This design comes from an exercise in tuning for small area and a short achievable clock period on the open sky130 flow, not from production work.
RTL that was checked went through simulation tests only; none was proved equivalent to the original.
Only the layout flow was run in runs 5 and 6; the RTL was not checked for function there.
Power is estimated from default activity; no workload was simulated.

===== config.mk =====
export PLATFORM = sky130hd
export DESIGN_NAME = lab4_2
export DESIGN_NICKNAME = lab4_2
export VERILOG_FILES = /design/flow/design.v
export SDC_FILE = /design/flow/constraint.sdc
export NUM_CORES = 4
export LEC_CHECK = 0
export CAP_MARGIN = 20
export CORE_MARGIN = 2
export CORE_UTILIZATION = 70
export CTS_BUF_LIST = sky130_fd_sc_hd__clkbuf_4 sky130_fd_sc_hd__clkbuf_8
export CTS_CLUSTER_SIZE = 12
export SLEW_MARGIN = 20

===== constraint.sdc =====
create_clock -name core_clock -period 13.0 [get_ports {CLK}]
set_input_delay 2.6000 -clock core_clock [delete_from_list [all_inputs] [get_ports {CLK}]]
set_output_delay 2.6000 -clock core_clock [all_outputs]
set_load 0.01 [all_outputs]

===== design.v =====
`timescale 1ns / 1ps
module lab4_2(
  input [1:0] mode,
  input [2:0] n_gasoline_pumps,
  input [2:0] n_diesel_pumps,
  input [3:0] fuel_amount,
  input fuel_type,
  input CLK,
  input rst,
  output [0:5] pump_status,
  output is_gasoline_queue_not_full,
  output is_diesel_queue_not_full,
  output [3:0] n_cars_in_gasoline_queue,
  output [3:0] n_cars_in_diesel_queue,
  output [7:0] total_gasoline_needed,
  output [7:0] total_diesel_needed,
  output reg invalid_gasoline_car,
  output reg invalid_diesel_car,
  output reg invalid_setup_params
);
reg [5:0] gas;           
reg [5:0] dsl;           
reg g_none, d_none;      
reg [5:0] st;            
reg [2:0] rem [0:5];     
wire [3:0] cg, cd;       
wire [7:0] tg, td;       
integer j;
wire set_up = gas[0] | dsl[0];
wire [5:0] inuse = gas | dsl;
assign n_cars_in_gasoline_queue = cg | {4{g_none}};
assign n_cars_in_diesel_queue   = cd | {4{d_none}};
assign total_gasoline_needed    = tg | {8{g_none}};
assign total_diesel_needed      = td | {8{d_none}};
assign is_gasoline_queue_not_full = ~g_none & ~cg[3];
assign is_diesel_queue_not_full   = ~d_none & ~cd[3];
genvar gj;
generate for (gj = 0; gj < 6; gj = gj + 1) begin : ps
  assign pump_status[gj] = st[gj];
end endgenerate
wire proc = ~mode[1];    
wire amt_ok = fuel_amount[3] ? (fuel_amount[2:0] == 3'd0) : (fuel_amount[2:0] != 3'd0);
wire [2:0] amt = fuel_amount[2:0];
wire vg0 = mode[0] & ~fuel_type & amt_ok & ~g_none;
wire vd0 = mode[0] &  fuel_type & amt_ok & ~d_none;
wire [5:0] busy = ~st & inuse;
wire [3:0] setup_sum = {1'b0, n_gasoline_pumps} + {1'b0, n_diesel_pumps};
wire valid_setup = (setup_sum != 4'd0) && (setup_sum <= 4'd6);
wire do_setup = mode[1] & valid_setup;
reg [5:0] gas_new, use_new;
always @* begin
  for (j = 0; j < 6; j = j + 1) begin
    gas_new[j] = (n_gasoline_pumps > j);
    use_new[j] = (setup_sum > j);
  end
end
wire [5:0] tq_g, tq_d, tn_g, tn_d;
wire [17:0] hg, hd;
wire acc_g, acc_d;
lab4_2_fuel fuel_g (
  .CLK(CLK), .proc(proc), .clear(do_setup), .take_m(st & gas),
  .busy_m(~st & gas), .v(vg0), .amount(fuel_amount),
  .tq(tq_g), .tn(tn_g), .h(hg), .acc(acc_g), .cnt(cg), .total(tg));
lab4_2_fuel fuel_d (
  .CLK(CLK), .proc(proc), .clear(do_setup), .take_m(st & dsl),
  .busy_m(~st & dsl), .v(vd0), .amount(fuel_amount),
  .tq(tq_d), .tn(tn_d), .h(hd), .acc(acc_d), .cnt(cd), .total(td));
always @(posedge CLK) begin
  if (rst) begin
    gas <= 0;
    dsl <= 0;
    g_none <= 1;
    d_none <= 1;
    invalid_gasoline_car <= 0;
    invalid_diesel_car <= 0;
    invalid_setup_params <= 0;
  end else if (mode[1]) begin
    invalid_gasoline_car <= 0;
    invalid_diesel_car <= 0;
    invalid_setup_params <= ~valid_setup;
    if (valid_setup) begin
      gas <= gas_new;
      dsl <= use_new & ~gas_new;
      g_none <= (n_gasoline_pumps == 3'd0);
      d_none <= (n_diesel_pumps == 3'd0);
    end
  end else begin
    if (set_up) begin
      if (!mode[0]) invalid_setup_params <= 0;
      invalid_gasoline_car <= mode[0] & ~fuel_type & ~acc_g;
      invalid_diesel_car   <= mode[0] &  fuel_type & ~acc_d;
    end else if (mode[0]) begin
      invalid_gasoline_car <= 0;
      invalid_diesel_car <= 0;
    end
  end
end
reg [5:0] st_run;
reg [2:0] rem_run [0:5];
always @* begin
  for (j = 0; j < 6; j = j + 1) begin
    if (busy[j]) begin
      st_run[j] = (rem[j] == 3'd1);
      rem_run[j] = rem[j] - {2'b0, proc};    
    end else begin
      st_run[j] = st[j] & ~(tq_g[j] | tq_d[j] | tn_g[j] | tn_d[j]);
      rem_run[j] = tq_g[j] ? hg[3*j +: 3] : tq_d[j] ? hd[3*j +: 3] : amt;
    end
  end
end
always @(posedge CLK) begin
  if (rst) st <= 6'd0;
  else if (proc) st <= st_run;
  else if (do_setup) st <= use_new;
  for (j = 0; j < 6; j = j + 1)
    rem[j] <= rem_run[j];      
end
endmodule
module lab4_2_fuel (
  input CLK,
  input proc,                
  input clear,               
  input [5:0] take_m,        
  input [5:0] busy_m,        
  input v,                   
  input [3:0] amount,
  output reg [5:0] tq,       
  output reg [5:0] tn,       
  output reg [17:0] h,       
  output acc,                
  output reg [3:0] cnt,
  output [7:0] total
);
reg [2:0] q [0:7];
reg [6:0] tot;           
assign total = {1'b0, tot};
integer j, k;
reg [5:0] t;
reg [2:0] l [0:5];
reg [6:0] seen;
always @* begin
  for (k = 0; k < 6; k = k + 1) begin
    t[k] = (cnt > k);
    l[k] = q[k];
  end
  seen[0] = 1'b0;
  for (j = 0; j < 6; j = j + 1) begin
    tq[j] = take_m[j] & t[0];
    h[3*j +: 3] = l[0];
    seen[j + 1] = seen[j] | (take_m[j] & ~t[0]);
    if (take_m[j]) begin
      t = {1'b0, t[5:1]};
      for (k = 0; k < 5; k = k + 1) l[k] = l[k + 1];
    end
  end
end
wire none_left = seen[6];    
always @* begin
  for (j = 0; j < 6; j = j + 1) tn[j] = take_m[j] & ~tq[j] & ~seen[j] & v;
end
function [6:0] cnt6(input [5:0] m);
  reg [3:0] a, b;
  integer x, y;
  begin
    a = {m[0] & m[1] & m[2],
         (m[0] & m[1] & ~m[2]) | (m[0] & ~m[1] & m[2]) | (~m[0] & m[1] & m[2]),
         (m[0] & ~m[1] & ~m[2]) | (~m[0] & m[1] & ~m[2]) | (~m[0] & ~m[1] & m[2]),
         ~m[0] & ~m[1] & ~m[2]};
    b = {m[3] & m[4] & m[5],
         (m[3] & m[4] & ~m[5]) | (m[3] & ~m[4] & m[5]) | (~m[3] & m[4] & m[5]),
         (m[3] & ~m[4] & ~m[5]) | (~m[3] & m[4] & ~m[5]) | (~m[3] & ~m[4] & m[5]),
         ~m[3] & ~m[4] & ~m[5]};
    cnt6 = 7'd0;
    for (x = 0; x < 4; x = x + 1)
      for (y = 0; y < 4; y = y + 1)
        cnt6[x + y] = cnt6[x + y] | (a[x] & b[y]);
  end
endfunction
wire [6:0] n_oh = cnt6(take_m);
wire [6:0] nb_oh = cnt6(busy_m);
wire [2:0] n = {2'b0, take_m[0]} + take_m[1] + take_m[2] + take_m[3] + take_m[4] + take_m[5];
wire full = cnt[3] & (take_m == 6'd0);
assign acc = v & ~full;
wire enq = acc & ~none_left;
wire [3:0] left = cnt - n;      
wire [3:0] left1 = left + 4'd1;
reg [2:0] a [0:7];
reg [2:0] b [0:7];
reg [2:0] c [0:7];
always @* begin
  for (k = 0; k < 8; k = k + 1) a[k] = (proc && n[0] && k < 7) ? q[k + 1] : q[k];
  for (k = 0; k < 8; k = k + 1) b[k] = (proc && n[1] && k < 6) ? a[k + 2] : a[k];
  for (k = 0; k < 8; k = k + 1) c[k] = (proc && n[2] && k < 4) ? b[k + 4] : b[k];
end
wire [2:0] nb = {2'b0, busy_m[0]} + busy_m[1] + busy_m[2] + busy_m[3] + busy_m[4] + busy_m[5];
wire [3:0] p = {1'b0, tot[2:0]} - {1'b0, nb};             
wire [4:0] sw = {p[3], p} + {2'b0, amount[2:0]};            
wire [3:0] thi = tot[6:3];
wire [3:0] thi_m1 = thi - 4'd1;
wire [3:0] thi_p1 = thi + 4'd1;
wire up_w = (sw[4:3] == 2'b01) | ((sw[4:3] == 2'b00) & amount[3]);
wire dn_w = (sw[4:3] == 2'b11) & ~amount[3];
wire [6:0] with_car = {up_w ? thi_p1 : dn_w ? thi_m1 : thi, sw[2:0]};
wire [6:0] base = {p[3] ? thi_m1 : thi, p[2:0]};
always @(posedge CLK)
  for (k = 0; k < 8; k = k + 1)
    q[k] <= (proc && (none_left || k >= left)) ? amount[2:0] : c[k];
always @(posedge CLK) begin
  if (proc) begin
    cnt <= enq ? (none_left ? 4'd1 : left1) : (none_left ? 4'd0 : left);
    tot <= acc ? with_car : base;
  end else if (clear) begin
    cnt <= 4'd0;
    tot <= 7'd0;
  end
end
endmodule

===== flow/run.sh =====
#!/bin/bash
# Own layout flow: the standard flow (standard.sh), with three changes:
#  - synthesis maps with an area-oriented ABC script (flow/area.abc) instead
#    of ORFS's speed script; everything else in synthesis is the standard flow's
#    synth_recipe.tcl unchanged (same registers, names and cell types);
#  - Yosys's full-adder extraction is left out (ADDER_MAP_FILE empty), so ABC
#    maps the adders along with the rest of the logic;
#  - ports are buffered with buf_2 cells, and timing repair may resize
#    cells across footprints (MATCH_CELL_FOOTPRINT 0);
#  - the timing repair steps aim for a setup slack margin (SETUP_MARGIN) so
#    that the critical paths get sized up after the area-oriented mapping.
# Each tool's full output goes to a log file in this folder.
set -euo pipefail
here=$(pwd)
SETUP_MARGIN=${SETUP_MARGIN:-8.5}
{
  echo "proc abc {args} {"
  echo "  set i [lsearch -exact \$args -script]"
  echo "  if {\$i >= 0} { set args [lreplace \$args [expr {\$i + 1}] [expr {\$i + 1}] $here/flow/area.abc] }"
  echo "  yosys abc {*}\$args"
  echo "}"
  cat synth_recipe.tcl
} > own_synth.tcl
bash standard.sh SYNTH_SCRIPT=$here/own_synth.tcl ADDER_MAP_FILE= SETUP_SLACK_MARGIN=$SETUP_MARGIN MATCH_CELL_FOOTPRINT=0 "BUFFER_PORTS_ARGS=-inputs -outputs -buffer_cell sky130_fd_sc_hd__buf_2" finish > flow_make.log 2>&1

===== flow/area.abc =====
strash
ifraig
scorr
dc2
strash
&get -n
&dch -f
&nf -R 1000
&put

===== standard.sh =====
#!/bin/bash
# synth_recipe.tcl (not shown) runs the flow's synth.tcl, then flattens the netlist and writes it again
# the make line also repeats each setting of config.mk as NAME=value (left out here)
make -C /OpenROAD-flow-scripts/flow DESIGN_CONFIG=/design/flow/config.mk WORK_HOME=/design/flow/orfs CLKGATE_MAP_FILE= SYNTH_SCRIPT=/design/flow/synth_recipe.tcl "${@:-finish}"

==> results of run 1 <==
==> stage by stage <==
stage | power (W) | hold WS (ps) | utilization | area [um^2]
2_1_floorplan | 0.000974 | 460 | - | 8340
3_3_place_gp | 0.00111 | 499 | 0.762 | 8770
3_5_place_dp | 0.00113 | 510 | 0.762 | 8770
4_1_cts | 0.00137 | 526 | 0.798 | 9190
6_report | 0.00140 | 527 | 0.824 | 9490
5_1_grt | 0.00149 | 542 | 0.824 | 9490
==> worst reg2reg max path: stages (launching register included) <==
cell,delay (ps)
dfxtp_4,400
buf_4,160
nand2_8,140
nor2_1,90
or3_1,400
nand2_1,120
xor2_2,200
xor2_1,210
nor2_1,80
a31oi_2,260
xnor2_2,200
xor2_1,210
o21ai_1,140
maj3_1,420
and2_1,220
or2_4,290
nor3_4,150
o21ai_2,150
o211ai_1,140
o21ai_0,100
==> flip-flops by register name, summed over array words and instances, names as in the netlist <==
register / cells
fuel_d.cnt: 4
invalid_setup_params: 1
invalid_gasoline_car: 1
invalid_diesel_car: 1
rem: 18
fuel_g.q: 24
dsl: 6
fuel_g.tot: 7
fuel_d.tot: 7
fuel_g.cnt: 4
g_none: 1
d_none: 1
st: 6
gas: 6
fuel_d.q: 24
==> cells in the final DEF (no fill, tap or decap), types with 21 or more instances in the layout <==
master / netlist / final
nor2_1: 138 / 133
a21oi_1: 119 / 114
nand2_1: 120 / 112
o21ai_0: 110 / 105
mux2i_1: 82 / 82
dfxtp_1: 71 / 64
buf_2: 0 / 47
edfxtp_1: 40 / 40
xnor2_1: 40 / 38
or2_0: 35 / 33
buf_4: 2 / 30
a211oi_1: 29 / 29
xor2_1: 27 / 25
nand3_1: 22 / 22
nor3_1: 26 / 21
==> worst min path at each step <==
stage                      endpoint  slack, ps  cells past startpoint
2_1_floorplan                dsl[4]        460                      2
3_3_place_gp              rem[3][1]        500                      2
3_5_place_dp              rem[0][1]        510                      2
4_1_cts        invalid_gasoline_car        530                      2
5_1_grt                   rem[5][1]        540                      2
6_report       invalid_gasoline_car        530                      2
==> routing by layer <==
layer,vias to the layer above,GRT usage,part of all wire
met4,0,0.159,0.041
met5,-,0,0
met1,4047,0.517,0.40
met2,563,0.618,0.45
li1,4096,-,-
met3,98,0.0771,0.11
==> final cells by class <==
| type | instances | area [um^2] | share of cell area |
|---|---|---|---|
| clock inverters | 7 | 86.3 | 0.00910 |
| clock buffers | 9 | 124 | 0.0131 |
| inverters | 19 | 75.1 | 0.00791 |
| flip-flops and latches | 111 | 2640 | 0.278 |
| repair buffers | 80 | 490 | 0.0517 |
| multi-input cells | 927 | 5890 | 0.621 |
| well taps | 143 | 179 | 0.0189 |
==> repair_timing <==
item,4_1_cts,5_1_grt
setup buffers,6,22
pin swaps,3,8
setup endpoints to repair,76,85
cloned,0,0
gates resized for setup,44,35
==> cell families after synthesis <==
family | count (synthesis) | share of synthesized area
multiplexers | 93 | 0.114
flip-flops | 111 | 0.316
adder cells (fa/ha/maj) | 12 | 0.0145
XOR/XNOR | 69 | 0.0761
AO/OA/AOI/OAI | 343 | 0.242
buffers and inverters | 21 | 0.0104
AND/OR/NAND/NOR | 410 | 0.227
==> power by group <==
part	total (W)	switching (W)	internal (W)	leakage, nW
Combinational	0.000608	0.000357	0.000250	2.47
Clock	0.000227	0.000134	0.0000935	0.104
Sequential	0.000568	0.000105	0.000463	0.995
==> impl_metrics.env, run 1 <==
export IMPL_cts_root_buf="clkbuf_8"
export IMPL_slew_headroom=0.473
export IMPL_cts_buffers=9
export IMPL_grt_antenna_before_repair=0
export IMPL_worst_slack_ps=8560
export IMPL_core_area_um2=11500
export IMPL_insertion_delay_ps=420
export IMPL_status="no timing/DRC/antenna violations"
export IMPL_maxCapViolCount=0
export IMPL_fmax_mhz=225
export IMPL_num_rows=39
export IMPL_seq_area_frac_synth=0.316
export IMPL_cp_max_fo=16
export IMPL_pre_cts_ws_ps=7720
export IMPL_finalCritPeriodShare=0.341
export IMPL_crit_buf_inv=2
export IMPL_finalClockSkew_ps=20.1
export IMPL_synth_edf_count=40
export IMPL_min_from="invalid_gasoline_car"
export IMPL_ys_types=49
export IMPL_netlist_area_um2=8300
export IMPL_clk_path_buf_depth=2
export IMPL_rsz0062_at_grt="true"
export IMPL_area_growth_syn_to_layout_pct=14.3
export IMPL_path_cells="buf_6 > clkinvlp_4 > nor2_1 > maj3_2 > maj3_1 > maj3_2 > nand2_4 > a21oi_1 > a21oi_1 > xnor2_1 > nor2_1"
export IMPL_grt_pass1_vias=7812
export IMPL_grt_pass1_wl_um=39600
export IMPL_worstSetupStartpointType="primary input"
export IMPL_r2r_end="fuel_d.q[0][1]"
export IMPL_io_pin_count=50
export IMPL_async_flop_share=0
export IMPL_cts_tree="built"
export IMPL_crit_path_max_incr_delay_ps=390
export IMPL_finalSetupTns_ps=0
export IMPL_cp_depth=11
export IMPL_htreeDepth=3
export IMPL_slew_viol_final=0
export IMPL_dieArea_um2=12700
export IMPL_critPathKind="primary input to flip-flop"
export IMPL_portBuffers=49
export IMPL_vias_per_cell=6.79
export IMPL_power_per_cell_area_nw_per_um2=148
export IMPL_critPathTopFamily="adder cells"
export IMPL_cts_sinks=111
export IMPL_die_w_um=113
export IMPL_drt_iter0_drc=1178
export IMPL_yosys_top_cells_count="nor2_1 (138), nand2_1 (120), a21oi_1 (119)"
export IMPL_tightestPinTransition_ps=790
export IMPL_wl_per_cell_um=19.4
export IMPL_path_clk_slew_ps=100
export IMPL_postRouteAntennaNets=0
export IMPL_fin_nets=1163
export IMPL_hpwlAfterDp_um=17300
export IMPL_irDropWorstVdd_mv=0.152
export IMPL_gp_congestion=1.01
export IMPL_synth_warnings=9
export IMPL_drive_above_1_share=0.132
export IMPL_yosys_register_bits=111
export IMPL_synthCells=1059
export IMPL_floorplan_die_height_um=113
export IMPL_critPathSlowestCell="maj3_1"
export IMPL_ctsHoldBuffers=0
export IMPL_dp_cells=1252
export IMPL_setup_viol=0
export IMPL_dr_pass1_iters=24
export IMPL_min_path_type="flip-flop to flip-flop"
export IMPL_overflow=0
export IMPL_diodes=0
export IMPL_fillers=809
export IMPL_drcViolationCount=0
export IMPL_hold_violations=0
export IMPL_grtUsageTotal=0.387
export IMPL_post_synth_cell_area_avg_um2=7.84
export IMPL_stdcell_count=1296
export IMPL_vias=8804
export IMPL_arrival_ps=4580
export IMPL_wl_um=25200
export IMPL_syn_num_nets=1074
export IMPL_reg2reg_slack_ps=8680
export IMPL_end_kind="flip-flop"
export IMPL_initial_core_util=0.721
export IMPL_synth_most_common_cell="nor2_1"
export IMPL_cp_startpoint="fuel_amount[0]"
export IMPL_crit_required_ps=13150
export IMPL_synthTopCellsByArea="dfxtp_1 (17%), edfxtp_1 (14%), mux2i_1 (9.9%), a21oi_1 (7.2%), o21ai_0 (6.6%)"
export IMPL_netlist_area_leader_share=0.171
export IMPL_cp_endpoint="fuel_g.tot[5]"
export IMPL_rr_startpoint="st[1]"
export IMPL_ys_flop_type="dfxtp_1"
export IMPL_yosysTopAreaCell="dfxtp_1"
export IMPL_grt_max_degree=69
export IMPL_finalCriticalPeriod_ps=4440
export IMPL_p_leak_nw=3.57
export IMPL_r2r_cells=19
==> run 2: changes to the inputs <==
--- a/flow/run.sh
+++ b/flow/run.sh
@@ -12,7 +12,7 @@
 # Each tool's full output goes to a log file in this folder.
 set -euo pipefail
 here=$(pwd)
-SETUP_MARGIN=${SETUP_MARGIN:-8.5}
+SETUP_MARGIN=${SETUP_MARGIN:-8.2}
 {
   echo "proc abc {args} {"
   echo "  set i [lsearch -exact \$args -script]"
--- a/config.mk
+++ b/config.mk
@@ -7,7 +7,7 @@
 export LEC_CHECK = 0
 export CAP_MARGIN = 20
 export CORE_MARGIN = 2
-export CORE_UTILIZATION = 70
-export CTS_BUF_LIST = sky130_fd_sc_hd__clkbuf_4 sky130_fd_sc_hd__clkbuf_8
-export CTS_CLUSTER_SIZE = 12
+export CORE_UTILIZATION = 55
+export CTS_BUF_LIST = sky130_fd_sc_hd__clkbuf_8 sky130_fd_sc_hd__clkbuf_16
+export CTS_CLUSTER_DIAMETER = 40
 export SLEW_MARGIN = 20
==> run 2 against run 1 <==
Compared with the run above:
- global-route usage is 6.6 points lower
- highest routed layer unchanged
- synthesized cell count stayed put
- non-clock buffer count is 19 lower
- via count is 5.0% lower
- register-to-register slack worse by 240 ps
- count of clock-buffer cells in the layout stayed put
- utilization is 19 points lower
- first-iteration DRC count is 38% lower
- critical endpoint unchanged
==> impl_metrics.env, run 2 <==
export IMPL_status="no timing/DRC/antenna violations"
export IMPL_register_area_um2=2630
export IMPL_cts_root_buf="clkbuf_16"
export IMPL_ys_flop_type="dfxtp_1"
export IMPL_wl_per_cell_um=19.6
export IMPL_synthTopCellsByArea="dfxtp_1 (17%), edfxtp_1 (14%), mux2i_1 (9.9%), a21oi_1 (7.2%), o21ai_0 (6.6%)"
export IMPL_fillers=1345
export IMPL_synthCells=1059
export IMPL_finalClockSkew_ps=8.39
export IMPL_worstSetupStartpointType="primary input"
export IMPL_floorplan_die_height_um=127
export IMPL_fmax_mhz=212
export IMPL_slew_viol_final=0
export IMPL_finalCritPeriodShare=0.363
export IMPL_mostFrequentLayoutCell="nor2_1"
export IMPL_cts_buffers=9
export IMPL_crit_required_ps=13090
export IMPL_drt_iter0_drc=733
export IMPL_p_leak_nw=3.44
export IMPL_worst_slack_ps=8280
export IMPL_tightestPinTransition_ps=938
export IMPL_synth_edf_count=40
export IMPL_slew_headroom=0.370
export IMPL_wl_um=25800
export IMPL_io_pin_count=50
export IMPL_area_growth_syn_to_layout_pct=12.5
export IMPL_cts_sinks=111
export IMPL_drcViolationCount=0
export IMPL_grt_pass1_wl_um=40800
export IMPL_ctsHoldBuffers=0
export IMPL_grtUsageTotal=0.321
export IMPL_clk_path_buf_depth=2
export IMPL_core_area_um2=14600
export IMPL_maxCapViolCount=0
export IMPL_postRouteAntennaNets=0
export IMPL_finalSetupTns_ps=0
export IMPL_netlist_area_um2=8300
export IMPL_initial_core_util=0.567
export IMPL_async_flop_share=0
export IMPL_final_cell_mix="nor2_1 (135), a21oi_1 (115), nand2_1 (112)"
export IMPL_power_per_cell_area_nw_per_um2=153
export IMPL_yosysTopAreaCell="dfxtp_1"
export IMPL_synth_most_common_cell="nor2_1"
export IMPL_drive_above_1_share=0.0996
export IMPL_portBuffers=49
export IMPL_diodes=0
export IMPL_yosys_top_cells_count="nor2_1 (138), nand2_1 (120), a21oi_1 (119)"
export IMPL_seq_area_frac_synth=0.316
export IMPL_insertion_delay_ps=370
export IMPL_gp_congestion=0.982
export IMPL_dieArea_um2=16100
export IMPL_grt_antenna_before_repair=0
export IMPL_die_w_um=127
export IMPL_htreeDepth=3
export IMPL_fin_nets=1144
export IMPL_yosys_register_bits=111
export IMPL_min_path_type="flip-flop to flip-flop"
export IMPL_end_kind="flip-flop"
export IMPL_irDropWorstVdd_mv=0.103
export IMPL_reg_top3="fuel_d.q: 24 flops, fuel_g.q: 24 flops, rem: 18 flops"
export IMPL_critPathKind="primary input to flip-flop"
export IMPL_setup_viol=0
export IMPL_synth_warnings=9
export IMPL_netlist_area_leader_share=0.171
export IMPL_hold_violations=0
export IMPL_post_synth_cell_area_avg_um2=7.84
export IMPL_grt_max_degree=69
export IMPL_syn_num_nets=1074
export IMPL_dr_pass1_iters=6
export IMPL_vias=8362
export IMPL_path_clk_slew_ps=80
export IMPL_vias_per_cell=6.34
export IMPL_cp_max_fo=16
export IMPL_cts_tree="built"
export IMPL_finalCriticalPeriod_ps=4720
export IMPL_hpwlAfterDp_um=18600
export IMPL_rsz0062_at_grt="true"
export IMPL_overflow=0
export IMPL_ys_types=49
export IMPL_grt_pass1_vias=7618
export IMPL_arrival_ps=4810
export IMPL_pre_cts_ws_ps=7410
export IMPL_num_rows=44
export IMPL_multiInputGateArea_um2=5780
## run 2: cell counts after synthesis
No cell type changed its count.
## run 2: area by class of cell
type                       count  area share
clock buffer                   9      0.0241
clock inverter                 7     0.00616
inverter                      19     0.00844
multi-input combinational    927       0.619
sequential                   111       0.282
tap                          184      0.0247
timing repair buffer          61      0.0364
## run 2: power by group
group / internal, W / leakage (nW) / switching, W
clock: 0.000133 / 0.141 / 0.000141
sequential: 0.000464 / 0.993 / 0.000102
combinational: 0.000241 / 2.31 / 0.000349
## run 2: critical path, cell delays in order
cell and delay (ps):
buf_4 210, clkinvlp_4 200, nor2_1 100, maj3_1 400
maj3_1 390, maj3_1 390, nand2_2 130, a21oi_1 60
a21oi_1 150, xnor2_1 130, nor2_1 60
## run 2: timing repair
action / 4_1_cts / 5_1_grt
buffers inserted: 5 / 1
pin swaps: 1 / 1
endpoints found under the setup margin: 77 / 67
resized for setup: 24 / 35
## run 2: kinds of logic (layout without fill, tap and decap cells)
kind of cell,Yosys count,after routing,share of synthesized area
simple gates,410,410,0.227
compound gates,343,343,0.242
flops,111,111,0.316
mux,93,93,0.114
xor+xnor,69,69,0.0761
buf+inv,21,96,0.0104
fa+ha+maj,12,12,0.0145
## run 2: final timing paths
| check | start | endpoint | slack [ps] | cells after the start |
|---|---|---|---|---|
| min reg2reg | rem[0][1] | rem[0][1] | 510 | 2 |
| max | fuel_amount[0] | fuel_g.tot[5] | 8280 | 11 |
| min | rem[0][1] | rem[0][1] | 510 | 2 |
| max reg2reg | st[1] | fuel_d.q[2][1] | 8440 | 16 |
## run 2: per-layer routing
layer,GRT usage,wire length (um),up-vias
met5,0,0,-
met4,0.134,1030,0
met3,0.0650,2020,76
met2,0.491,11300,342
met1,0.443,11400,3892
li1,-,-,4052
## run 2: stage by stage
step | hold WS [ps] | instances | power [W] | instance area [um^2] | util
6_report | 514 | 1318 | 0.00143 | 9340 | 0.638
5_1_grt | 556 | 1318 | 0.00153 | 9340 | 0.638
4_1_cts | 515 | 1317 | 0.00141 | 9220 | 0.629
3_5_place_dp | 503 | 1296 | 0.00113 | 8810 | 0.602
3_3_place_gp | 502 | 1296 | 0.00112 | 8810 | 0.602
2_1_floorplan | 460 | 1059 | 0.000970 | 8310 | -
==> run 3: changes to the inputs <==
--- a/flow/run.sh
+++ b/flow/run.sh
@@ -12,7 +12,7 @@
 # Each tool's full output goes to a log file in this folder.
 set -euo pipefail
 here=$(pwd)
-SETUP_MARGIN=${SETUP_MARGIN:-8.2}
+SETUP_MARGIN=${SETUP_MARGIN:-8.8}
 {
   echo "proc abc {args} {"
   echo "  set i [lsearch -exact \$args -script]"
==> run 3 against run 2 <==
Compared with the run above:
- sequential cell count did not move
- maximum frequency grew 11%
- wire length grew 4.3%
- utilization rose by 5.7 points
- clock skew down 3.8 ps
- die area unchanged
- final area up 8.9%
- first-iteration DRC count rose by 1.6%
- cell count is 3.3% higher
- total power grew 6.2%
==> impl_metrics.env, run 3 <==
export IMPL_reg2reg_slack_ps=8890
export IMPL_p_leak_nw=3.78
export IMPL_drive_above_1_share=0.184
export IMPL_syn_num_nets=1074
export IMPL_grt_pass1_wl_um=41400
export IMPL_portBuffers=49
export IMPL_postRouteAntennaNets=0
export IMPL_yosys_register_bits=111
export IMPL_dp_cells=1295
export IMPL_cts_root_buf="clkbuf_16"
export IMPL_status="no timing/DRC/antenna violations"
export IMPL_vias=8666
export IMPL_cts_sinks=111
export IMPL_synth_most_common_cell="nor2_1"
export IMPL_yosys_top_cells_count="nor2_1 (138), nand2_1 (120), a21oi_1 (119)"
export IMPL_die_w_um=127
export IMPL_path_clk_slew_ps=80
export IMPL_initial_core_util=0.567
export IMPL_finalClockSkew_ps=4.64
export IMPL_stdcell_count=1362
export IMPL_clk_path_buf_depth=2
export IMPL_critPathKind="primary input to flip-flop"
export IMPL_io_pin_count=50
export IMPL_gp_congestion=0.963
export IMPL_cts_buffers=9
export IMPL_slew_headroom=0.509
export IMPL_seq_area_frac_synth=0.316
export IMPL_dieArea_um2=16100
export IMPL_async_flop_share=0
export IMPL_ys_types=49
export IMPL_grt_antenna_before_repair=0
export IMPL_final_cell_mix="nor2_1 (125), nand2_1 (109), a21oi_1 (109)"
export IMPL_wl_per_cell_um=19.7
export IMPL_wl_um=26900
export IMPL_r2r_cells=18
export IMPL_pre_cts_ws_ps=7880
export IMPL_drcViolationCount=0
export IMPL_crit_required_ps=13250
export IMPL_synth_warnings=9
export IMPL_grtUsageTotal=0.327
export IMPL_hold_violations=0
export IMPL_htreeDepth=3
export IMPL_area_growth_syn_to_layout_pct=22.5
export IMPL_min_path_type="flip-flop to flip-flop"
export IMPL_num_rows=44
export IMPL_hpwlAfterDp_um=18300
export IMPL_worstSetupStartpointType="primary input"
export IMPL_synthTopCellsByArea="dfxtp_1 (17%), edfxtp_1 (14%), mux2i_1 (9.9%), a21oi_1 (7.2%), o21ai_0 (6.6%)"
export IMPL_grt_pass1_vias=7715
export IMPL_cts_tree="built"
export IMPL_hold_slack_ps=520
export IMPL_end_kind="flip-flop"
export IMPL_fillers=1243
export IMPL_slew_viol_final=0
export IMPL_finalCriticalPeriod_ps=4230
export IMPL_core_area_um2=14600
export IMPL_mostFrequentLayoutCell="nor2_1"
export IMPL_yosysTopAreaCell="dfxtp_1"
export IMPL_arrival_ps=4480
export IMPL_reg_top3="fuel_d.q: 24 flops, fuel_g.q: 24 flops, rem: 18 flops"
export IMPL_insertion_delay_ps=370
export IMPL_grt_max_degree=43
export IMPL_post_synth_cell_area_avg_um2=7.84
export IMPL_fmax_mhz=236
export IMPL_floorplan_die_height_um=127
export IMPL_ctsHoldBuffers=0
export IMPL_worst_slack_ps=8770
export IMPL_finalSetupTns_ps=0
export IMPL_diodes=0
export IMPL_ys_flop_type="dfxtp_1"
export IMPL_netlist_area_leader_share=0.171
export IMPL_dr_pass1_iters=5
export IMPL_overflow=0
export IMPL_irDropWorstVdd_mv=0.125
export IMPL_vias_per_cell=6.36
export IMPL_fin_nets=1188
export IMPL_synth_edf_count=40
export IMPL_rsz0062_at_grt="true"
export IMPL_setup_viol=0
export IMPL_synthCells=1059
export IMPL_finalCritPeriodShare=0.326
export IMPL_cp_max_fo=6
export IMPL_power_per_cell_area_nw_per_um2=149
export IMPL_netlist_area_um2=8300
export IMPL_maxCapViolCount=0
export IMPL_drt_iter0_drc=745
export IMPL_tightestPinTransition_ps=736
export IMPL_hold_depth=2
-- run 3: cell type report --
class,instances,area (um^2),share of cell area
inverters,19,81.3,0.00800
clock inverters,7,85.1,0.00837
repair buffers,102,764,0.0752
flip-flops and latches,111,2660,0.261
clock buffers,9,225,0.0221
well taps,184,230,0.0226
multi-input cells,930,6130,0.603
-- run 3: logic make-up (layout without fill, tap and decap cells) --
kind of cell / count (synthesis) / in the layout / share of synthesized area
and+or+nand+nor: 410 / 413 / 0.227
muxes: 93 / 93 / 0.114
xor gates and xnor gates: 69 / 69 / 0.0761
AOI/OAI and AO/OA: 343 / 343 / 0.242
adders and majority gates: 12 / 12 / 0.0145
DFF: 111 / 111 / 0.316
buffers and inverters: 21 / 137 / 0.0104
-- run 3: per-layer routing --
| metal | global-route usage | up-vias | routed length [um] |
|---|---|---|---|
| met5 | 0 | - | 0 |
| met4 | 0.114 | 0 | 838 |
| li1 | - | 4156 | - |
| met2 | 0.512 | 379 | 12200 |
| met3 | 0.0818 | 63 | 2190 |
| met1 | 0.441 | 4068 | 11700 |
-- run 3: path summary, 6_finish.rpt --
kind                        from        endpoint
setup / recovery  fuel_amount[2]           st[5]
hold / removal         rem[0][1]       rem[0][1]
setup reg to reg           st[1]  fuel_d.q[1][1]
hold reg to reg        rem[0][1]       rem[0][1]
-- run 3: worst max-delay path: stages --
cell,delay [ps]
buf_16,110
nor3_4,170
xor2_1,100
or3_4,440
or3_1,380
nor3_1,160
a211o_1,170
a21oi_1,70
a221oi_1,210
nor2_1,60
-- run 3: repair_timing --
item,CTS,global route
setup buffers,24,24
setup endpoints to repair,115,101
gates resized for setup,73,50
pin swaps,27,18
cloned,1,2
-- run 3: where the power goes --
| group | leakage, nW | internal [W] | switching (W) | total [W] |
|---|---|---|---|---|
| clock network | 0.155 | 0.000154 | 0.000143 | 0.000297 |
| registers | 0.997 | 0.000463 | 0.000109 | 0.000573 |
| logic | 2.63 | 0.000277 | 0.000372 | 0.000649 |
-- run 3: stage by stage --
stage | total power [W] | utilization | cell area (um^2)
final | 0.00152 | 0.694 | 10200
after global routing | 0.00162 | 0.694 | 10200
after CTS | 0.00147 | 0.665 | 9730
after detailed placement | 0.00115 | 0.613 | 8970
after global placement | 0.00114 | 0.613 | 8970
after floorplan | 0.000986 | - | 8480
==> run 4: changes to the inputs <==
--- a/flow/run.sh
+++ b/flow/run.sh
@@ -12,7 +12,7 @@
 # Each tool's full output goes to a log file in this folder.
 set -euo pipefail
 here=$(pwd)
-SETUP_MARGIN=${SETUP_MARGIN:-8.8}
+SETUP_MARGIN=${SETUP_MARGIN:-8.5}
 {
   echo "proc abc {args} {"
   echo "  set i [lsearch -exact \$args -script]"
==> run 4 against run 3 <==
Compared with the run above:
- hold slack improved by 6.0 ps
- non-clock buffer count fell by 30
- cell count fell by 2.4%
- total power fell by 4.3%
- maximum frequency fell by 3.9%
- clock skew rose by 9.9 ps
- clock power fell by 4%
- via count fell by 3.6%
- sequential share of layout area rose by 1.5 points
- combinational power fell by 7.2%
- still clean on timing, DRC and antenna
- critical path depth rose by 1
==> impl_metrics.env, run 4 <==
export IMPL_crit_path_max_incr_delay_ps=340
export IMPL_async_flop_share=0
export IMPL_initial_core_util=0.567
export IMPL_seq_area_frac_synth=0.316
export IMPL_dieArea_um2=16100
export IMPL_path_cells="buf_6 > clkinvlp_4 > nor2_1 > maj3_2 > maj3_2 > maj3_2 > nand2_4 > a21oi_1 > a21oi_1 > xnor2_1 > nor2_1"
export IMPL_drive_above_1_share=0.127
export IMPL_yosys_top_cells_count="nor2_1 (138), nand2_1 (120), a21oi_1 (119)"
export IMPL_crit_required_ps=13100
export IMPL_critPathSlowestCell="maj3_2"
export IMPL_crit_top_cell="maj3_2"
export IMPL_cts_root_buf="clkbuf_16"
export IMPL_gp_congestion=0.947
export IMPL_ys_flop_type="dfxtp_1"
export IMPL_power_per_cell_area_nw_per_um2=152
export IMPL_cts_buffers=9
export IMPL_syn_num_nets=1074
export IMPL_vias=8352
export IMPL_htreeDepth=3
export IMPL_crit_buf_inv=2
export IMPL_r2r_cells=18
export IMPL_pre_cts_ws_ps=7720
export IMPL_path_clk_slew_ps=80
export IMPL_cts_tree="built"
export IMPL_reg_top3="fuel_d.q: 24 flops, fuel_g.q: 24 flops, rem: 18 flops"
export IMPL_netlist_area_leader_share=0.171
export IMPL_grt_pass1_wl_um=40300
export IMPL_core_area_um2=14600
export IMPL_finalSetupTns_ps=0
export IMPL_setup_viol=0
export IMPL_maxCapViolCount=0
export IMPL_hpwlAfterDp_um=18200
export IMPL_diodes=0
export IMPL_rsz0062_at_grt="true"
export IMPL_final_cell_mix="nor2_1 (133), a21oi_1 (115), nand2_1 (112)"
export IMPL_cp_depth=11
export IMPL_synth_most_common_cell="nor2_1"
export IMPL_grt_pass1_vias=7359
export IMPL_synth_warnings=9
export IMPL_post_synth_cell_area_avg_um2=7.84
export IMPL_grtUsageTotal=0.318
export IMPL_synthTopCellsByArea="dfxtp_1 (17%), edfxtp_1 (14%), mux2i_1 (9.9%), a21oi_1 (7.2%), o21ai_0 (6.6%)"
export IMPL_mostFrequentLayoutCell="nor2_1"
export IMPL_floorplan_die_height_um=127
export IMPL_io_pin_count=50
export IMPL_postRouteAntennaNets=0
export IMPL_fin_nets=1155
export IMPL_fmax_mhz=227
export IMPL_insertion_delay_ps=380
export IMPL_arrival_ps=4510
export IMPL_p_leak_nw=3.53
export IMPL_ctsHoldBuffers=0
export IMPL_num_rows=44
export IMPL_worstSetupStartpointType="primary input"
export IMPL_area_growth_syn_to_layout_pct=15.4
export IMPL_grt_antenna_before_repair=0
export IMPL_fillers=1308
export IMPL_portBuffers=49
export IMPL_yosysTopAreaCell="dfxtp_1"
export IMPL_vias_per_cell=6.28
export IMPL_finalCriticalPeriod_ps=4410
export IMPL_hold_violations=0
export IMPL_drt_iter0_drc=795
export IMPL_cp_max_fo=16
export IMPL_grt_max_degree=37
export IMPL_wl_um=25600
export IMPL_ys_types=49
export IMPL_end_kind="flip-flop"
export IMPL_irDropWorstVdd_mv=0.112
export IMPL_yosys_register_bits=111
export IMPL_dr_pass1_iters=5
export IMPL_critPathKind="primary input to flip-flop"
export IMPL_cts_sinks=111
export IMPL_synth_edf_count=40
export IMPL_die_w_um=127
export IMPL_worst_slack_ps=8590
export IMPL_wl_per_cell_um=19.3
export IMPL_reg2reg_slack_ps=8670
export IMPL_clk_path_buf_depth=2
export IMPL_finalClockSkew_ps=14.5
export IMPL_slew_viol_final=0
export IMPL_overflow=0
export IMPL_status="no timing/DRC/antenna violations"
export IMPL_critPathTopFamily="adder cells"
export IMPL_tightestPinTransition_ps=825
export IMPL_synthCells=1059
export IMPL_hold_depth=2
export IMPL_hold_slack_ps=526
export IMPL_slew_headroom=0.450
export IMPL_netlist_area_um2=8300
export IMPL_min_path_type="flip-flop to flip-flop"
export IMPL_drcViolationCount=0
export IMPL_finalCritPeriodShare=0.339
## run 4: cell counts after synthesis
No cell type changed its count.
## run 4: repair_timing
action,CTS,global route
gates resized for setup,47,31
setup endpoints to repair,95,82
pin swaps,5,8
setup buffers,6,13
## run 4: per-layer routing
metal / vias up / routed length, um / global-route usage / part of all wire
met5: - / 0 / 0 / 0
met4: 0 / 735 / 0.107 / 0.029
met3: 50 / 2160 / 0.0548 / 0.084
met2: 373 / 11200 / 0.484 / 0.44
met1: 3852 / 11500 / 0.459 / 0.45
li1: 4077 / - / - / -
## run 4: through the flow
stage                     power (W)   util  instance area, um^2  cells
final                       0.00145  0.654                 9580   1329
after global routing        0.00155  0.654                 9580   1329
after CTS                   0.00143  0.637                 9330   1316
after detailed placement    0.00113  0.603                 8830   1294
after global placement      0.00113  0.603                 8830   1294
after floorplan            0.000974      -                 8340   1059
## run 4: logic make-up after synthesis
family                     count (synthesis)  synth area share
buffers and inverters                     21            0.0104
AOI/OAI and AO/OA                        343             0.242
muxes                                     93             0.114
DFF                                      111             0.316
adders and majority gates                 12            0.0145
xor gates and xnor gates                  69            0.0761
and+or+nand+nor                          410             0.227
## run 4: worst paths after layout
| path | start | end |
|---|---|---|
| hold reg to reg | invalid_gasoline_car | invalid_gasoline_car |
| hold / removal | invalid_gasoline_car | invalid_gasoline_car |
| setup / recovery | fuel_amount[0] | fuel_g.tot[5] |
| setup reg to reg | st[1] | fuel_d.q[0][2] |
## run 4: layout make-up
cell class | instances | area (um^2) | area share
well taps | 184 | 230 | 0.0240
inverters | 19 | 75.1 | 0.00784
flip-flops and latches | 111 | 2640 | 0.276
repair buffers | 72 | 457 | 0.0477
multi-input cells | 927 | 5880 | 0.613
clock buffers | 9 | 225 | 0.0235
clock inverters | 7 | 76.3 | 0.00797
## run 4: worst register-to-register path, cell delays in order, from the launching register on
cell and delay, ps:
dfxtp_4 450, and2_4 190, nor2_1 90, or3_1 360
nand2_1 120, xor2_2 200, xor2_1 230, nor2_1 80
a31oi_2 250, xnor2_2 190, xor2_1 220, o21ai_0 200
maj3_1 440, and2_0 220, or2_4 290, nor3_4 150
o21ai_2 150, o211ai_1 120, o21ai_0 110
## run 4: where the power goes
part / internal [W] / switching (W) / total [W]
combinational: 0.000252 / 0.000351 / 0.000602
sequential: 0.000463 / 0.000103 / 0.000566
clock: 0.000137 / 0.000148 / 0.000285
==> run 5: changes to the inputs <==
--- a/design.v
+++ b/design.v
@@ -183,7 +183,6 @@
 assign acc = v & ~full;
 wire enq = acc & ~none_left;
 wire [3:0] left = cnt - n;      
-wire [3:0] left1 = left + 4'd1;
 reg [2:0] a [0:7];
 reg [2:0] b [0:7];
 reg [2:0] c [0:7];
@@ -207,7 +206,7 @@
     q[k] <= (proc && (none_left || k >= left)) ? amount[2:0] : c[k];
 always @(posedge CLK) begin
   if (proc) begin
-    cnt <= enq ? (none_left ? 4'd1 : left1) : (none_left ? 4'd0 : left);
+    cnt <= none_left ? 4'd0 : left + enq;
     tot <= acc ? with_car : base;
   end else if (clear) begin
     cnt <= 4'd0;
==> run 5 against run 4 <==
Compared with the run above:
- total power increased by 14%
- cell count grew 2.1%
- die area fell by 0.19%
- hold slack got worse by 6.2 ps
- sequential power up 7.4%
==> impl_metrics.env, run 5 <==
export IMPL_status="no timing/DRC/antenna violations"
export IMPL_finalCritPeriodShare=0.342
export IMPL_wl_per_cell_um=18.8
export IMPL_irDropWorstVdd_mv=0.116
export IMPL_final_cell_mix="nor2_1 (164), a21oi_1 (117), nand2_1 (107)"
export IMPL_clk_path_buf_depth=2
export IMPL_yosysTopAreaCell="dfxtp_1"
export IMPL_hold_violations=0
export IMPL_async_flop_share=0
export IMPL_cts_buffers=9
export IMPL_netlist_area_um2=8280
export IMPL_wl_um=25500
export IMPL_cts_sinks=111
export IMPL_vias_per_cell=6.17
export IMPL_maxCapViolCount=0
export IMPL_dr_pass1_iters=5
export IMPL_crit_top_cell="a21oi_1"
export IMPL_tightestPinTransition_ps=1050
export IMPL_slew_headroom=0.299
export IMPL_floorplan_die_height_um=127
export IMPL_initial_core_util=0.566
export IMPL_cp_max_fo=49
export IMPL_crit_path_max_incr_delay_ps=560
export IMPL_crit_required_ps=13220
export IMPL_drt_iter0_drc=643
export IMPL_ys_flop_type="dfxtp_1"
export IMPL_die_w_um=127
export IMPL_gp_congestion=0.971
export IMPL_drive_above_1_share=0.137
export IMPL_yosys_register_bits=111
export IMPL_dieArea_um2=16100
export IMPL_htreeDepth=3
export IMPL_critPathKind="primary input to flip-flop"
export IMPL_setup_viol=0
export IMPL_path_cells="buf_2 > buf_8 > or2_0 > o21ai_0 > a21oi_1 > a211oi_1 > a21oi_1"
export IMPL_path_clk_slew_ps=80
export IMPL_mostFrequentLayoutCell="nor2_1"
export IMPL_overflow=0
export IMPL_grt_antenna_before_repair=0
export IMPL_finalClockSkew_ps=8.07
export IMPL_grtUsageTotal=0.315
export IMPL_seq_area_frac_synth=0.317
export IMPL_synth_warnings=9
export IMPL_post_synth_cell_area_avg_um2=7.69
export IMPL_grt_max_degree=49
export IMPL_finalCriticalPeriod_ps=4450
export IMPL_diodes=0
export IMPL_dp_cells=1311
export IMPL_area_growth_syn_to_layout_pct=16.7
export IMPL_fin_nets=1183
export IMPL_vias=8369
export IMPL_synthTopCellsByArea="dfxtp_1 (17%), edfxtp_1 (15%), mux2i_1 (8.6%), nor2_1 (7.8%), a21oi_1 (7.3%)"
export IMPL_synth_most_common_cell="nor2_1"
export IMPL_syn_num_nets=1092
export IMPL_ctsHoldBuffers=0
export IMPL_fmax_mhz=225
export IMPL_postRouteAntennaNets=0
export IMPL_drcViolationCount=0
export IMPL_finalSetupTns_ps=0
export IMPL_cts_tree="built"
export IMPL_hpwlAfterDp_um=18000
export IMPL_io_pin_count=50
export IMPL_power_per_cell_area_nw_per_um2=172
export IMPL_yosys_top_cells_count="nor2_1 (172), a21oi_1 (120), nand2_1 (114)"
export IMPL_synthCells=1077
export IMPL_netlist_area_leader_share=0.172
export IMPL_min_path_type="flip-flop to flip-flop"
export IMPL_portBuffers=49
export IMPL_num_rows=44
export IMPL_core_area_um2=14600
export IMPL_grt_pass1_vias=7800
export IMPL_end_kind="flip-flop"
export IMPL_worstSetupStartpointType="primary input"
export IMPL_ys_types=49
export IMPL_insertion_delay_ps=370
export IMPL_grt_pass1_wl_um=40400
export IMPL_rsz0062_at_grt="true"
export IMPL_synth_edf_count=40
export IMPL_slew_viol_final=0
export IMPL_stdcell_count=1357
export IMPL_cts_root_buf="clkbuf_16"
export IMPL_p_leak_nw=3.68
export IMPL_critPathSlowestCell="or2_0"
export IMPL_reg_top3="fuel_d.q: 24 flops, fuel_g.q: 24 flops, rem: 18 flops"
export IMPL_arrival_ps=4670
-- run 5: cell types whose count changed in the layout (fill, tap and decap cells not counted), sizes merged, moves of 8 or more --
cell / change
a211oi: -9
buf: +8
mux2i: -11
nand2b: -10
nand3: -10
nor2: +35
nor3: +14
-- run 5: worst paths after layout --
check	slack (ps)	cells after the start	to	startpoint
worst max-delay path	8550	7	fuel_d.q[1][1]	mode[1]
worst min-delay path	520	2	rem[0][1]	rem[0][1]
worst max register to register	8700	18	fuel_g.q[0][0]	st[1]
worst min register to register	520	2	rem[0][1]	rem[0][1]
-- run 5: worst max-delay path: cells and delay by family --
kind	cells	cell delay (ps)
buf+inv	2	740
compound gates	4	730
simple gates	1	560
-- run 5: cell families after synthesis --
logic type | Yosys count | synth area share
and+or+nand+nor | 434 | 0.236
AOI/OAI and AO/OA | 338 | 0.235
DFF | 111 | 0.317
muxes | 88 | 0.109
xor gates and xnor gates | 76 | 0.0804
buffers and inverters | 19 | 0.00952
adders and majority gates | 11 | 0.0133
-- run 5: area by class of cell --
cell class	instances	area (um^2)
multi-input combinational	948	5910
inverter	17	75.1
sequential	111	2640
tap	184	230
clock buffer	11	264
clock inverter	5	45.0
fill	1351	4980
timing repair buffer	81	502
-- run 5: layer usage --
metal  GRT usage  wire length, um  up-vias
met1       0.424            11600     3912
li1            -                -     4115
met4       0.110              718        0
met5           0                0        -
met3      0.0553             1570       52
met2       0.513            11600      290
-- run 5: stage by stage --
step                power [W]  hold WS (ps)  utilization  area [um^2]  setup slack [ps]
floorplan             0.00112           475            -         8360              8510
global route          0.00177           548        0.660         9670              8400
detailed placement    0.00131           508        0.604         8840              7680
finish                0.00166           520        0.660         9670              8550
global placement      0.00131           507        0.604         8840              7690
CTS                   0.00162           520        0.643         9420              8500
-- run 5: power by group --
| part | total, W | switching, W | internal [W] | leakage [nW] |
|---|---|---|---|---|
| Combinational | 0.000759 | 0.000449 | 0.000309 | 2.54 |
| Sequential | 0.000608 | 0.000123 | 0.000486 | 0.997 |
| Clock | 0.000291 | 0.000141 | 0.000150 | 0.150 |
| Total | 0.00166 | 0.000713 | 0.000945 | 3.68 |
-- run 5: what timing repair did --
item	4_1_cts	5_1_grt
resized for setup	40	43
endpoints found under the hold margin	0	0
pin swaps	5	6
cloned	0	1
buffers inserted	15	14
endpoints found under the setup margin	93	96
==> run 6: changes to the inputs <==
--- a/design.v
+++ b/design.v
@@ -183,6 +183,7 @@
 assign acc = v & ~full;
 wire enq = acc & ~none_left;
 wire [3:0] left = cnt - n;      
+wire [3:0] left1 = left + 4'd1;
 reg [2:0] a [0:7];
 reg [2:0] b [0:7];
 reg [2:0] c [0:7];
@@ -193,7 +194,12 @@
 end
 wire [2:0] nb = {2'b0, busy_m[0]} + busy_m[1] + busy_m[2] + busy_m[3] + busy_m[4] + busy_m[5];
 wire [3:0] p = {1'b0, tot[2:0]} - {1'b0, nb};             
-wire [4:0] sw = {p[3], p} + {2'b0, amount[2:0]};            
+reg [4:0] sw;
+always @* begin
+  sw = 5'd0;
+  for (k = 0; k < 8; k = k + 1)
+    if (amount[2:0] == k) sw = sw | ({p[3], p} + k);
+end
 wire [3:0] thi = tot[6:3];
 wire [3:0] thi_m1 = thi - 4'd1;
 wire [3:0] thi_p1 = thi + 4'd1;
@@ -206,7 +212,7 @@
     q[k] <= (proc && (none_left || k >= left)) ? amount[2:0] : c[k];
 always @(posedge CLK) begin
   if (proc) begin
-    cnt <= none_left ? 4'd0 : left + enq;
+    cnt <= enq ? (none_left ? 4'd1 : left1) : (none_left ? 4'd0 : left);
     tot <= acc ? with_car : base;
   end else if (clear) begin
     cnt <= 4'd0;
==> run 6 against run 5 <==
Compared with the run above:
- area after synthesis increased by 3.8%
- via count increased by 9.9%
- utilization increased by 2.8 points
- hold slack improved by 5.9 ps
- sequential share of layout area decreased by 2.2 points
- synthesized cell count increased by 4.7%
- still clean
==> impl_metrics.env, run 6 <==
export IMPL_min_path_type="flip-flop to flip-flop"
export IMPL_netlist_area_leader_share=0.165
export IMPL_rsz0062_at_grt="true"
export IMPL_synth_warnings=9
export IMPL_crit_buf_inv=1
export IMPL_r2r_end="fuel_d.tot[5]"
export IMPL_diodes=0
export IMPL_status="no timing/DRC/antenna violations"
export IMPL_reg_top3="fuel_d.q: 24 flops, fuel_g.q: 24 flops, rem: 18 flops"
export IMPL_synth_most_common_cell="nor2_1"
export IMPL_path_clk_slew_ps=80
export IMPL_insertion_delay_ps=360
export IMPL_reg2reg_slack_ps=8500
export IMPL_critPathSlowestCell="or3_4"
export IMPL_post_synth_cell_area_avg_um2=7.62
export IMPL_drive_above_1_share=0.170
export IMPL_cts_buffers=9
export IMPL_drcViolationCount=0
export IMPL_finalCriticalPeriod_ps=4620
export IMPL_floorplan_die_height_um=129
export IMPL_cts_root_buf="clkbuf_16"
export IMPL_worstSetupStartpointType="primary input"
export IMPL_vias=9194
export IMPL_min_from="rem[0][1]"
export IMPL_hold_violations=0
export IMPL_fmax_mhz=217
export IMPL_wl_um=28800
export IMPL_finalClockSkew_ps=7.87
export IMPL_dr_pass1_iters=6
export IMPL_seq_power_share=0.350
export IMPL_worst_slack_ps=8380
export IMPL_synthTopCellsByArea="dfxtp_1 (17%), edfxtp_1 (14%), mux2i_1 (9.7%), a21oi_1 (8.1%), nor2_1 (6.9%)"
export IMPL_yosys_top_cells_count="nor2_1 (158), a21oi_1 (139), nand2_1 (122)"
export IMPL_slew_viol_final=0
export IMPL_place_area_um2=9200
export IMPL_final_cell_mix="nor2_1 (141), a21oi_1 (134), nand2_1 (112)"
export IMPL_clk_path_buf_depth=2
export IMPL_overflow=0
export IMPL_synth_edf_count=40
export IMPL_fin_area_um2=10500
export IMPL_dieArea_um2=16700
export IMPL_seq_area_frac_synth=0.305
export IMPL_syn_num_nets=1143
export IMPL_drt_iter0_drc=1108
export IMPL_die_w_um=129
export IMPL_area_growth_syn_to_layout_pct=22.1
export IMPL_grt_pass1_vias=8151
export IMPL_crit_required_ps=13230
export IMPL_htreeDepth=3
export IMPL_hpwlAfterDp_um=19400
export IMPL_hold_depth=2
export IMPL_cts_tree="built"
export IMPL_cts_sinks=111
export IMPL_critPathTopFamily="compound AO/OA/AOI/OAI gates"
export IMPL_netlist_area_um2=8600
export IMPL_arrival_ps=4850
export IMPL_finalSetupTns_ps=0
export IMPL_wl_per_cell_um=19.8
export IMPL_ys_types=54
export IMPL_yosys_register_bits=111
export IMPL_io_pin_count=50
export IMPL_crit_path_max_incr_delay_ps=350
export IMPL_grt_pass1_wl_um=44000
export IMPL_r2r_cells=19
export IMPL_irDropWorstVdd_mv=0.0935
export IMPL_critPathKind="primary input to flip-flop"
export IMPL_yosysTopAreaCell="dfxtp_1"
export IMPL_final_core_util=0.688
export IMPL_num_rows=45
export IMPL_p_sw_frac=0.438
export IMPL_power_per_cell_area_nw_per_um2=155
export IMPL_internal_power_w=0.000913
export IMPL_async_flop_share=0
export IMPL_power_switching_w=0.000711
export IMPL_mostFrequentLayoutCell="nor2_1"
export IMPL_tightestPinTransition_ps=867
export IMPL_finalCritPeriodShare=0.355
export IMPL_core_area_um2=15300
export IMPL_grt_max_degree=54
export IMPL_ys_flop_type="dfxtp_1"
export IMPL_postRouteAntennaNets=0
export IMPL_portBuffers=49
export IMPL_vias_per_cell=6.33
export IMPL_initial_core_util=0.564
export IMPL_end_kind="flip-flop"
export IMPL_setup_viol=0
export IMPL_grt_antenna_before_repair=0
export IMPL_fin_nets=1252
export IMPL_cp_max_fo=7
export IMPL_maxCapViolCount=0
export IMPL_path_cells="buf_16 > nor3_4 > xor2_2 > or3_4 > a221o_1 > a311o_1 > nor4b_2 > a31oi_1 > nand4_1 > a21oi_1 > a221oi_1 > nor2_1"
export IMPL_synthCells=1128
export IMPL_grtUsageTotal=0.341
export IMPL_p_leak_nw=4.09
export IMPL_pre_cts_ws_ps=7180
export IMPL_slew_headroom=0.416
export IMPL_clkPwrFrac=0.169
export IMPL_rr_startpoint="dsl[0]"
export IMPL_p_comb_frac=0.481
export IMPL_gp_congestion=0.942
export IMPL_holdPathEnd="rem[0][1]"
run 6: logic make-up (layout without fill, tap and decap cells):
family | after synthesis | after routing | share of synthesized area
simple gates | 453 | 454 | 0.242
compound gates | 371 | 371 | 0.250
flops | 111 | 111 | 0.305
mux | 96 | 96 | 0.114
xor+xnor | 64 | 64 | 0.0668
buf+inv | 23 | 136 | 0.0109
fa+ha+maj | 10 | 10 | 0.0116
run 6: worst max-delay path by stage:
stage	startpoint	end	slack (ps)	cells after the start
after floorplan	fuel_amount[2]	st[5]	8280	11
after global placement	fuel_amount[2]	fuel_d.tot[6]	7300	10
after detailed placement	fuel_amount[2]	fuel_d.tot[6]	7180	10
after CTS	fuel_amount[2]	st[5]	8320	12
after global routing	fuel_amount[0]	st[5]	8280	12
final	fuel_amount[0]	st[5]	8380	12
run 6: metrics by stage:
stage	std cells	hold slack, ps	power, W
CTS	1431	514	0.00153
detailed placement	1392	501	0.00121
global placement	1392	493	0.00120
finish	1453	525	0.00162
floorplan	1128	461	0.00103
global route	1453	540	0.00172
run 6: worst register-to-register path: stages (launching register included):
cell and delay, ps:
dfxtp_4 400, nor2b_1 160, and3_4 210, nor2_4 120, clkinv_1 80, maj3_1 400
xnor2_2 310, xnor2_4 140, xnor2_2 290, buf_12 150, xor2_4 210, nand2_1 150
nand2_2 140, nor2_1 70, o41a_1 450, o41ai_4 420, buf_4 170, a21oi_1 30
a211oi_1 220, nor2_1 140
run 6: layer usage:
metal	global-route usage	wire, um
met1	0.471	12400
met2	0.528	12900
met3	0.0611	2430
met4	0.141	1060
met5	0	0
run 6: power groups by stage:
stage | clock [W] | combinational, W | sequential, W
finish | 0.000275 | 0.000781 | 0.000568
global route | 0.000290 | 0.000854 | 0.000580
floorplan | 0 | 0.000496 | 0.000532
detailed placement | 0 | 0.000638 | 0.000569
global placement | 0 | 0.000638 | 0.000566
CTS | 0.000277 | 0.000691 | 0.000563
run 6: final cells by class:
class | count | area, um^2
fillers | 1290 | 4760
multi-input cells | 995 | 6460
clock inverters | 6 | 41.3
repair buffers | 99 | 773
well taps | 211 | 264
inverters | 21 | 86.3
flip-flops and latches | 111 | 2640
clock buffers | 10 | 239
run 6: repair_timing:
| action | in CTS | in global routing |
|---|---|---|
| pin swaps | 18 | 30 |
| gates cloned | 4 | 0 |
| endpoints found under the setup margin | 79 | 68 |
| resized for setup | 71 | 73 |
| hold buffers | 0 | 0 |
| setup buffers | 19 | 22 |
==> run 7: changes to the inputs <==
--- a/design.v
+++ b/design.v
@@ -194,12 +194,7 @@
 end
 wire [2:0] nb = {2'b0, busy_m[0]} + busy_m[1] + busy_m[2] + busy_m[3] + busy_m[4] + busy_m[5];
 wire [3:0] p = {1'b0, tot[2:0]} - {1'b0, nb};             
-reg [4:0] sw;
-always @* begin
-  sw = 5'd0;
-  for (k = 0; k < 8; k = k + 1)
-    if (amount[2:0] == k) sw = sw | ({p[3], p} + k);
-end
+wire [4:0] sw = {p[3], p} + {2'b0, amount[2:0]};            
 wire [3:0] thi = tot[6:3];
 wire [3:0] thi_m1 = thi - 4'd1;
 wire [3:0] thi_p1 = thi + 4'd1;
--- a/flow/run.sh
+++ b/flow/run.sh
@@ -21,4 +21,4 @@
   echo "}"
   cat synth_recipe.tcl
 } > own_synth.tcl
-bash standard.sh SYNTH_SCRIPT=$here/own_synth.tcl ADDER_MAP_FILE= SETUP_SLACK_MARGIN=$SETUP_MARGIN MATCH_CELL_FOOTPRINT=0 "BUFFER_PORTS_ARGS=-inputs -outputs -buffer_cell sky130_fd_sc_hd__buf_2" finish > flow_make.log 2>&1
+bash standard.sh SYNTH_SCRIPT=$here/own_synth.tcl ADDER_MAP_FILE= SETUP_SLACK_MARGIN=$SETUP_MARGIN MATCH_CELL_FOOTPRINT=0 SKIP_CTS_REPAIR_TIMING=1 "BUFFER_PORTS_ARGS=-inputs -outputs -buffer_cell sky130_fd_sc_hd__buf_2" finish > flow_make.log 2>&1
==> run 7 against run 6 <==
Compared with the run above:
- still clean on timing, DRC and antenna
- hold slack gained 0.58 ps
- non-clock buffer count decreased by 21
- via count down 8.6%
- critical endpoint is now fuel_d.q[0][2]
==> impl_metrics.env, run 7 <==
export IMPL_status="no timing/DRC/antenna violations"
export IMPL_critPathSlowestCell="dfxtp_4"
export IMPL_grt_pass1_wl_um=39800
export IMPL_grt_antenna_before_repair=0
export IMPL_slew_viol_final=0
export IMPL_p_sw_frac=0.414
export IMPL_fillers=1304
export IMPL_drive_above_1_share=0.129
export IMPL_portBuffers=49
export IMPL_finalClockSkew_ps=14.1
export IMPL_synthTopCellsByArea="dfxtp_1 (17%), edfxtp_1 (14%), mux2i_1 (9.9%), a21oi_1 (7.2%), o21ai_0 (6.6%)"
export IMPL_critPathKind="flip-flop to flip-flop"
export IMPL_path_cells="and2_4 > nor2_1 > or3_1 > nand2_1 > xor2_2 > xor2_1 > nor2_1 > a31oi_2 > xnor2_2 > xor2_1 > o21ai_1 > maj3_1 > and2_0 > or2_4 > nor3_4 > o21ai_2 > o211ai_1 > o21ai_0"
export IMPL_vias_per_cell=6.30
export IMPL_rsz0062_at_grt="true"
export IMPL_dieArea_um2=16100
export IMPL_postRouteAntennaNets=0
export IMPL_initial_core_util=0.567
export IMPL_die_w_um=127
export IMPL_drcViolationCount=0
export IMPL_grtUsageTotal=0.314
export IMPL_critPathTopFamily="simple AND/OR/NAND/NOR gates"
export IMPL_overflow=0
export IMPL_synth_top_family_by_area="compound AO/OA/AOI/OAI gates"
export IMPL_multiInputGateArea_um2=5840
export IMPL_crit_required_ps=13100
export IMPL_grt_max_degree=37
export IMPL_hold_violations=0
export IMPL_seq_power_share=0.389
export IMPL_wl_met3_um=2220
export IMPL_path_clk_slew_ps=80
export IMPL_synth_compound_area_frac=0.242
export IMPL_drt_iter0_drc=851
export IMPL_min_path_type="flip-flop to flip-flop"
export IMPL_worstSetupStartpointType="flip-flop"
export IMPL_yosys_register_bits=111
export IMPL_finalCritPeriodShare=0.342
export IMPL_internal_power_w=0.000851
export IMPL_io_pin_count=50
export IMPL_floorplan_die_height_um=127
export IMPL_yosysTopAreaCell="dfxtp_1"
export IMPL_wl_per_cell_um=19.2
export IMPL_synth_most_common_cell="nor2_1"
export IMPL_route_top_layer_used="met4"
export IMPL_p_comb_frac=0.415
export IMPL_async_flop_share=0
export IMPL_synth_warnings=9
export IMPL_netlist_area_um2=8300
export IMPL_synth_xor_area_share=0.0761
export IMPL_grt_pass1_vias=7230
export IMPL_setup_viol=0
export IMPL_ys_types=49
export IMPL_cp_max_fo=12
export IMPL_register_area_um2=2640
export IMPL_fmax_mhz=225
export IMPL_arrival_ps=4550
export IMPL_vias=8404
export IMPL_post_synth_cell_area_avg_um2=7.84
export IMPL_crit_buf_inv=0
export IMPL_cts_buffers=9
export IMPL_end_kind="flip-flop"
export IMPL_p_leak_nw=3.59
export IMPL_syn_num_nets=1074
export IMPL_synth_edf_count=40
export IMPL_clkPwrFrac=0.196
export IMPL_drt_met1_wl_um=11600
export IMPL_cts_root_buf="clkbuf_16"
export IMPL_seq_area_frac_synth=0.316
export IMPL_synthCells=1059
export IMPL_area_growth_syn_to_layout_pct=15.6
export IMPL_yosys_top_cells_count="nor2_1 (138), nand2_1 (120), a21oi_1 (119)"
export IMPL_insertion_delay_ps=380
export IMPL_gp_congestion=0.947
export IMPL_finalPower_w=0.00145
export IMPL_fin_nets=1161
export IMPL_maxCapViolCount=0
export IMPL_dr_pass1_iters=6
export IMPL_power_switching_w=0.000602
export IMPL_synth_fa_ha_area_frac=0.0145
export IMPL_power_per_cell_area_nw_per_um2=152
export IMPL_htreeDepth=3
export IMPL_met2WireLength_um=11100
export IMPL_tightestPinTransition_ps=829
export IMPL_final_cell_mix="nor2_1 (133), a21oi_1 (115), nand2_1 (111)"
export IMPL_cts_tree="built"
export IMPL_yosys_area_share_simple=0.227
export IMPL_finalCriticalPeriod_ps=4450
export IMPL_netlist_area_leader_share=0.171
export IMPL_hpwlAfterDp_um=18200
export IMPL_slew_headroom=0.447
export IMPL_muxShareOfSynthArea=0.114
export IMPL_ys_flop_type="dfxtp_1"
export IMPL_cts_sinks=111
export IMPL_diodes=0
export IMPL_clk_path_buf_depth=2
export IMPL_crit_path_max_incr_delay_ps=440
export IMPL_core_area_um2=14600
export IMPL_irDropWorstVdd_mv=0.112
export IMPL_finalSetupTns_ps=0
export IMPL_num_rows=44
export IMPL_reg_top3="fuel_d.q: 24 flops, fuel_g.q: 24 flops, rem: 18 flops"
export IMPL_wl_um=25600
export IMPL_mostFrequentLayoutCell="nor2_1"
[run 7: area by class of cell]
class / count / share of cell area
inverters: 19 / 0.00783
repair buffers: 78 / 0.0531
clock buffers: 9 / 0.0235
flip-flops and latches: 111 / 0.275
clock inverters: 7 / 0.00796
well taps: 184 / 0.0240
multi-input cells: 927 / 0.609
[run 7: logic make-up after synthesis]
logic type,after synthesis
AO/OA/AOI/OAI,343
flip-flops,111
AND/OR/NAND/NOR,410
multiplexers,93
adder cells (fa/ha/maj),12
buffers and inverters,21
XOR/XNOR,69
[run 7: layer usage]
metal | vias to the layer above | track usage
met5 | - | 0
met1 | 3898 | 0.458
li1 | 4086 | -
met3 | 57 | 0.0569
met2 | 363 | 0.470
met4 | 0 | 0.109
[run 7: worst min-delay path, stage by stage (launching register included)]
cell,delay (ps)
dfxtp_1,320
a21oi_1,120
nor3_1,50
[run 7: path summary, 6_finish.rpt]
path | startpoint | end | slack, ps | cells after the start
hold reg to reg | invalid_gasoline_car | invalid_gasoline_car | 530 | 2
setup / recovery | st[1] | fuel_d.q[0][2] | 8550 | 18
setup reg to reg | st[1] | fuel_d.q[0][2] | 8550 | 18
hold / removal | invalid_gasoline_car | invalid_gasoline_car | 530 | 2
[run 7: power groups by stage]
stage	Combinational (W)	Sequential [W]	Clock (W)
after detailed placement	0.000563	0.000568	0
after global routing	0.000670	0.000576	0.000302
after floorplan	0.000443	0.000531	0
after global placement	0.000560	0.000568	0
final	0.000603	0.000565	0.000285
after CTS	0.000566	0.000560	0.000290
[run 7: metrics by stage]
stage / setup WS, ps / std cells / hold WS (ps) / utilization / area [um^2]
after global placement: 7830 / 1294 / 501 / 0.603 / 8830
after global routing: 8390 / 1335 / 549 / 0.655 / 9590
final: 8550 / 1335 / 526 / 0.655 / 9590
after CTS: 7670 / 1310 / 524 / 0.624 / 9130
after floorplan: 8440 / 1059 / 460 / - / 8340
after detailed placement: 7720 / 1294 / 508 / 0.603 / 8830

## re-timing with driven ports
No port has a modelled driver above. Below, the same layouts with a new extraction and two added sets of constraints. Step 1, drivers: a clkbuf_16 drives CLK and a buf_2 each remaining input, both assumed. Step 2 adds t to the input delays and takes it off the output delays; t is the mean of the earliest and latest rising clock arrival at the registers after step 1. Input paths then give back, and output paths get back, about the clock's delay inside the block. Three values: ideal ports, drivers, drivers and shift; two values: the first two.
run	t, ns	setup WS [ns]	worst hold slack (ns)	slew at the worst register clock pin (ns)
run 1	0.445	8.564 / 8.567 / 8.122	0.527 / 0.527 / 0.527	0.12 / 0.12
run 2	0.411	8.283 / 8.307 / 7.896	0.514 / 0.514 / 0.514	0.08 / 0.08
run 3	0.413	8.766 / 8.750 / 8.336	0.520 / 0.520 / 0.520	0.08 / 0.08
run 4	0.411	8.592 / 8.601 / 8.189	0.526 / 0.526 / 0.526	0.09 / 0.09
run 5	0.410	8.550 / 8.574 / 8.164	0.520 / 0.520 / 0.520	0.08 / 0.08
run 6	0.406	8.383 / 8.296 / 7.890	0.525 / 0.525 / 0.525	0.08 / 0.08
run 7	0.411	8.553 / 8.553 / 8.167	0.526 / 0.526 / 0.526	0.09 / 0.09
After both steps every run listed still meets setup and hold. The setup slack of run 6, which loses most, moves by -0.087 ns with the drivers and by -0.493 ns with both steps.
